This is an optimization exercise on Yosys and OpenROAD, whose aim is small area, a short achievable clock period and few clock cycles, not a production implementation. Function was checked by simulation only, so behaviour that the tests miss may differ from the original. Power figures rest on the tool's default switching activity, not on a simulated workload.

== run a ==
==> flow/design.v <==
module alu(output reg [7:0] y,
           input      [7:0] a,
           input      [7:0] b,
           input      [1:0] op
          );
    always @(*) begin
        case (op)
            2'b00:   y = a + b;
            2'b01:   y = ~(a & b);
            2'b10:   y = {7'b0, a < b};
            default: y = b;
        endcase
    end
endmodule
module shiftregs(output [7:0] data_out,
                 output [7:0] v0,        
                 input  [3:0] rsel_hi,   
                 input  [7:0] rsel_lo,   
                 input  [4:0] waddr,
                 input  [7:0] data_in,
                 input        enable,
                 input        clk,
                 input        rst
                );
    wire [7:0] q [0:31];
    wire [7:0] wd0  = rst ? 8'h00 : data_in;
    wire [7:0] wdsp = rst ? 8'hFF : data_in;
    genvar i;
    generate
        for (i = 0; i < 32; i = i + 1) begin : r
            reg [7:0] d;
            always @(posedge clk)
                if (rst | (enable & (waddr == i)))
                    d <= (i == 29) ? wdsp : wd0;
            assign q[i] = d;
        end
    endgenerate
    reg [7:0] rd;
    integer k;
    always @(*) begin
        rd = 8'h00;
        for (k = 0; k < 32; k = k + 1)
            rd = rd | ({8{rsel_hi[k / 8] & rsel_lo[k % 8]}} & q[k]);
    end
    assign data_out = rd;
    assign v0 = q[1];
endmodule
module processor(input            clk,
                 input            rst,         
                 output [7:0]     mem_addr,
                 output           mem_we,
                 output [7:0]     mem_wdata,
                 input  [7:0]     mem_rdata,   
                 output           halted,
                 output [7:0]     v0
                );
    reg  [7:0] ar;         
    reg        mv;         
    reg  [7:0] ir;         
    reg  [3:0] sel_hi;     
    reg  [7:0] sel_lo;     
    reg        xv;         
    reg  [7:0] acc;
    reg  [7:0] b;          
    reg  [4:0] rw;         
    reg  [1:0] opw;        
    reg        wv;         
    reg        we_q;
    reg  [7:0] wd_q;
    reg        d1;         
    reg        ld1, ld2;   
    reg        halt_q;
    reg  [7:0] pm;         
    reg        mp, xp;     
    reg        bv;         
    reg  [7:0] btb_nx, btb_tgt;    
    reg        chk;        
    reg  [7:0] wq;         
    reg  [4:0] rw2;        
    reg        rv2;        
    reg        fwdb;       
    reg        accfix;     
    wire [2:0] op = ir[7:5];
    wire [4:0] ri = ir[4:0];
    wire       mis = chk & (wd_q != btb_tgt);
    wire       ex0 = xv & ~halt_q & ~mis;
    wire [7:0] rr, wres;
    wire       wen = rv2 & ~halt_q;
    shiftregs regfile(rr, v0, sel_hi, sel_lo, rw2, wq, wen, clk, rst);
    wire [7:0] acc_e = accfix ? wq : acc;
    wire [7:0] b_e   = fwdb ? wq : b;
    alu wb(wres, acc_e, b_e, opw);
    wire [7:0] rv  = (rv2 & (rw2 == ri)) ? wq : rr;
    wire       whz = wv & (rw == ri);        
    wire       p31 = (wv & (rw == 5'd31)) | (rv2 & (rw2 == 5'd31));
    wire is_acm  = (op == 3'd0);
    wire is_acmi = (op == 3'd1);
    wire is_bnz  = (op == 3'd4);
    wire is_lw   = (op == 3'd7);
    wire is_sw   = (op == 3'd6);
    wire wr_op   = (op == 3'd2) | (op == 3'd3) | (op == 3'd5);
    wire rp    = ex0 & ((whz & (is_bnz | is_sw)) | (is_sw & p31));    
    wire ex    = ex0 & ~rp;
    wire anz   = |acc_e;
    wire taken = ex & is_bnz & anz & ~xp;                  
    wire ptake = ex & is_bnz & anz & xp;                   
    wire memop = ex & op[2] & op[1];
    wire seqfx = ex & xp & ~(is_bnz & anz) & ~memop;       
    wire [7:0] pcx1 = xp ? btb_nx : pm;
    wire [7:0] pcx  = pcx1 - 8'd1;
    wire [7:0] ar1  = ar + 8'd1;
    wire hit   = bv & (ar1 == btb_nx);
    wire halt_set = rv2 & ~halt_q & (rw2 == 5'd31) & (|wq);
    assign mem_addr  = ar;
    assign mem_we    = we_q;
    assign mem_wdata = wd_q;
    assign halted    = halt_q;
    always @(posedge clk) begin
        ir   <= mem_rdata;
        sel_hi <= 4'b0001 << mem_rdata[4:3];
        sel_lo <= 8'b0000_0001 << mem_rdata[2:0];
        wd_q <= rv;
        b    <= ld2 ? mem_rdata : (ex & (is_bnz | memop)) ? pcx1 : rv;
        opw  <= ld2 ? 2'b11 : {op[2], op[2] ^ op[0]};
        if (xv) rw <= ri;
        wq   <= wres;
        rw2  <= rw;
        fwdb <= whz & xv & wr_op;
        pm   <= ar;
        mp   <= hit;
        xp   <= mp;
        if (taken) begin
            btb_nx  <= pm;
            btb_tgt <= rv;
        end else if (mis) begin
            btb_tgt <= wd_q;
        end
        if (rst) begin
            ar     <= 8'd0;
            mv     <= 1'b0;
            xv     <= 1'b0;
            acc    <= 8'd0;
            wv     <= 1'b0;
            we_q   <= 1'b0;
            d1     <= 1'b0;
            ld1    <= 1'b0;
            ld2    <= 1'b0;
            halt_q <= 1'b0;
            rv2    <= 1'b0;
            accfix <= 1'b0;
            bv     <= 1'b0;
            chk    <= 1'b0;
        end else begin
            ar     <= d1 ? b : mis ? wd_q : rp ? pcx : taken ? rv : seqfx ? pcx1 :
                      memop ? acc_e : hit ? btb_tgt : ar1;
            mv     <= ~(mis | rp | taken | seqfx | memop | d1);
            xv     <= mv & ~(mis | rp | taken | seqfx | memop);
            if (taken) bv <= 1'b1;
            chk    <= ptake;
            acc    <= (ex & is_acm)  ? rv :
                      (ex & is_acmi) ? {{3{ri[4]}}, ri} : acc_e;
            accfix <= ex & is_acm & whz;
            rv2    <= wv;
            wv     <= (ex & (wr_op | (is_bnz & anz))) | ld2;
            we_q   <= ex & is_sw;
            d1     <= memop;
            ld1    <= memop & is_lw;
            ld2    <= ld1;
            halt_q <= halt_q | halt_set;
        end
    end
endmodule
export LEC_CHECK = 0
export CAP_MARGIN = 20
export CORE_MARGIN = 2
export CORE_UTILIZATION = 40
export CTS_BUF_LIST = sky130_fd_sc_hd__clkbuf_16
export CTS_CLUSTER_DIAMETER = 100
export CTS_CLUSTER_SIZE = 22
export SETUP_SLACK_MARGIN = 3.7
export SLEW_MARGIN = 20
create_clock -name core_clock -period 6.0 [get_ports {clk}]
run.sh (not shown) runs the stock make flow with config.mk's settings and CLKGATE_MAP_FILE= SYNTH_SCRIPT=/design/flow/synth_recipe.tcl, a recipe that flattens the netlist after the stock synthesis.
Testbench counts of run a, summed over its fixed seeds: cycles 30,636.
[inputs] run b vs run a
-- flow/config.mk --
<<< run a, line 12
export CTS_CLUSTER_DIAMETER = 100
export CTS_CLUSTER_SIZE = 22
export SETUP_SLACK_MARGIN = 3.7
export SLEW_MARGIN = 20
>>> run b, line 12
export CTS_CLUSTER_DIAMETER = 100
export CTS_CLUSTER_SIZE = 22
export SETUP_SLACK_MARGIN = 3.2
export SLEW_MARGIN = 20
Findings:
Measured against each other, run a and run b differ in count of clock-buffer cells in the layout, the higher figure coming from run a.
Total design power (run b over run a): decrease, about 3%
Looking at met2 wire length, run b sits below run a.


== raven ==
// processor: RTL as listed in full above, without the edits since
==> flow/config.mk <==
export PLATFORM = sky130hd
export DESIGN_NAME = processor
export DESIGN_NICKNAME = processor
export VERILOG_FILES = /design/flow/design.v
export SDC_FILE = /design/flow/constraint.sdc
export NUM_CORES = 4
export LEC_CHECK = 0
export CAP_MARGIN = 20
export CORE_MARGIN = 2
export CORE_UTILIZATION = 60
export CTS_BUF_LIST = sky130_fd_sc_hd__clkbuf_16
export CTS_CLUSTER_DIAMETER = 100
export CTS_CLUSTER_SIZE = 22
export PLACE_DENSITY = 0.7
export SETUP_SLACK_MARGIN = 3.5
export SLEW_MARGIN = 20
==> flow/constraint.sdc <==
create_clock -name core_clock -period 6.0 [get_ports {clk}]
set_input_delay 1.2000 -clock core_clock [delete_from_list [all_inputs] [get_ports {clk}]]
set_output_delay 1.2000 -clock core_clock [all_outputs]
set_load 0.01 [all_outputs]
raven completed every stage of the flow, and the final layout passed the timing, design-rule and antenna checks.
Testbench counts of raven, summed over its fixed seeds: cycles 30,636.
--- input diff raven..violet ---
diff --git a/flow/config.mk b/flow/config.mk
--- a/flow/config.mk
+++ b/flow/config.mk
@@ -13 +13 @@
-export CTS_CLUSTER_SIZE = 22
+export CTS_CLUSTER_SIZE = 28
@@ -15 +15 @@
-export SETUP_SLACK_MARGIN = 3.5
+export SETUP_SLACK_MARGIN = 3.4
Notes after the runs:
[compare] base=raven new=violet: estimated wirelength of the detail-placed design held; cell area -about 1.3%; worst path setup slack after routing now smaller. Met1 wire length, violet vs raven: down slightly. violet gives less maximum number of pins on one net before global-route repair than raven did. Relative to raven, the wire length of violet is lower by 2.4%. Compared to raven, violet has clock power about 8% lower. violet: post-route minimum period 0.16 ns above raven. On clock slew at the register clock pins of the worst setup and hold paths, raven and violet are neck and neck. Taking raven as the reference point, the total number of vias of violet falls by 198.
What onyx does differently from violet at the input level:
diff --git a/flow/config.mk b/flow/config.mk
--- a/flow/config.mk
+++ b/flow/config.mk
@@ -10 +10 @@
-export CORE_UTILIZATION = 60
+export CORE_UTILIZATION = 40
@@ -13,3 +13,2 @@
-export CTS_CLUSTER_SIZE = 28
-export PLACE_DENSITY = 0.7
-export SETUP_SLACK_MARGIN = 3.4
+export CTS_CLUSTER_SIZE = 22
+export SETUP_SLACK_MARGIN = 3.5
==> results.txt <==
- onyx vs. violet: floorplan core area picked up an extra about 50%, fmax picked up an extra 1.8%, relative area change from synthesis to final layout picked up an extra 2.2 points, power density normalized to cell area picked up an extra 2.6 nW/um^2, sequential share of layout area lost 1.2 points.
- Compared onyx against violet; non-clock inverter total of the final layout within noise.
- Compare onyx and violet | design area higher: onyx
The inputs of ember differ from those of onyx as listed below.
diff --git a/flow/config.mk b/flow/config.mk
--- a/flow/config.mk
+++ b/flow/config.mk
@@ -10 +10 @@
-export CORE_UTILIZATION = 40
+export CORE_UTILIZATION = 60
@@ -14 +14,2 @@
-export SETUP_SLACK_MARGIN = 3.5
+export PLACE_DENSITY = 0.7
+export SETUP_SLACK_MARGIN = 3.3
Notes after the runs:
Between ember and onyx, the difference in hold slack is negligible.
ember ended with less post-detailed-routing wire length than onyx.
Looking at time the final worst path needs with I/O delays and setup, ember sits 0.15 ns above onyx.
The following lists how xenon was set up differently from ember:
==> flow/flow/run.sh (new file) <==
#!/bin/bash
set -euo pipefail
export BUFFER_PORTS_ARGS="-buffer_cell sky130_fd_sc_hd__buf_2"
bash standard.sh > standard_flow.log 2>&1
==> flow/standard.sh (new file) <==
#!/bin/bash
# synth_recipe.tcl (not shown) runs the flow's synth.tcl, then flattens the netlist and writes it again
# the make line also repeats each setting of config.mk as NAME=value (left out here)
make -C /OpenROAD-flow-scripts/flow DESIGN_CONFIG=/design/flow/config.mk WORK_HOME=/design/flow/orfs CLKGATE_MAP_FILE= SYNTH_SCRIPT=/design/flow/synth_recipe.tcl "${@:-finish}"
diff --git a/flow/config.mk b/flow/config.mk
--- a/flow/config.mk
+++ b/flow/config.mk
@@ -15 +15 @@
-export SETUP_SLACK_MARGIN = 3.3
+export SETUP_SLACK_MARGIN = 3.5
removed: flow/run.sh
### Flow results
Number of vias per cell after detailed routing delta (ember -> xenon): insignificant
[compare] base=ember new=xenon: area of all placed cells without fillers +1.4%; aggregate routed wire length +about 3.5%; buffer count from post-CTS setup fixing +4.
Going from ember to xenon, the worst setup slack was found to have gone up by 0.24 ns.

==> static timing again, ports no longer ideal <==
No port has a modelled driver above. Below, the same layouts with a new extraction and two added sets of constraints.
Step 1, drivers: a clkbuf_16 drives clk and a buf_2 each remaining input, both assumed.
Step 2 adds t to the input delays and takes it off the output delays; t is the mean of the earliest and latest rising clock arrival at the registers after step 1. Input paths then give back, and output paths get back, about the clock's delay inside the block.
Slacks: no drivers / after step 1 / after step 2; pairs: no drivers / after step 1.
run | t (ns) | setup slack, ns | worst register clock-pin slew, ns | worst slew at a driven data input, ns | cell pins on the clock port's net
run a | 0.588 | 3.407 / 3.407 / 3.179 | 0.10 / 0.10 | 0.03 | 1
run b | 0.577 | 3.239 / 3.188 / 2.891 | 0.10 / 0.10 | 0.03 | 1
raven | 0.571 | 3.486 / 3.483 / 2.974 | 0.09 / 0.09 | 0.03 | 1
violet | 0.566 | 3.325 / 3.325 / 3.003 | 0.11 / 0.11 | 0.03 | 1
onyx | 0.590 | 3.372 / 3.372 / 3.061 | 0.10 / 0.10 | 0.03 | 1
ember | 0.579 | 3.224 / 3.224 / 2.814 | 0.09 / 0.09 | 0.03 | 1
xenon | 0.568 | 3.465 / 3.465 / 3.089 | 0.09 / 0.09 | 0.03 | 1
After both steps every run listed still meets setup and hold. For raven, which loses most, drivers alone change the setup slack by -0.003 ns; drivers and shift together by -0.512 ns.
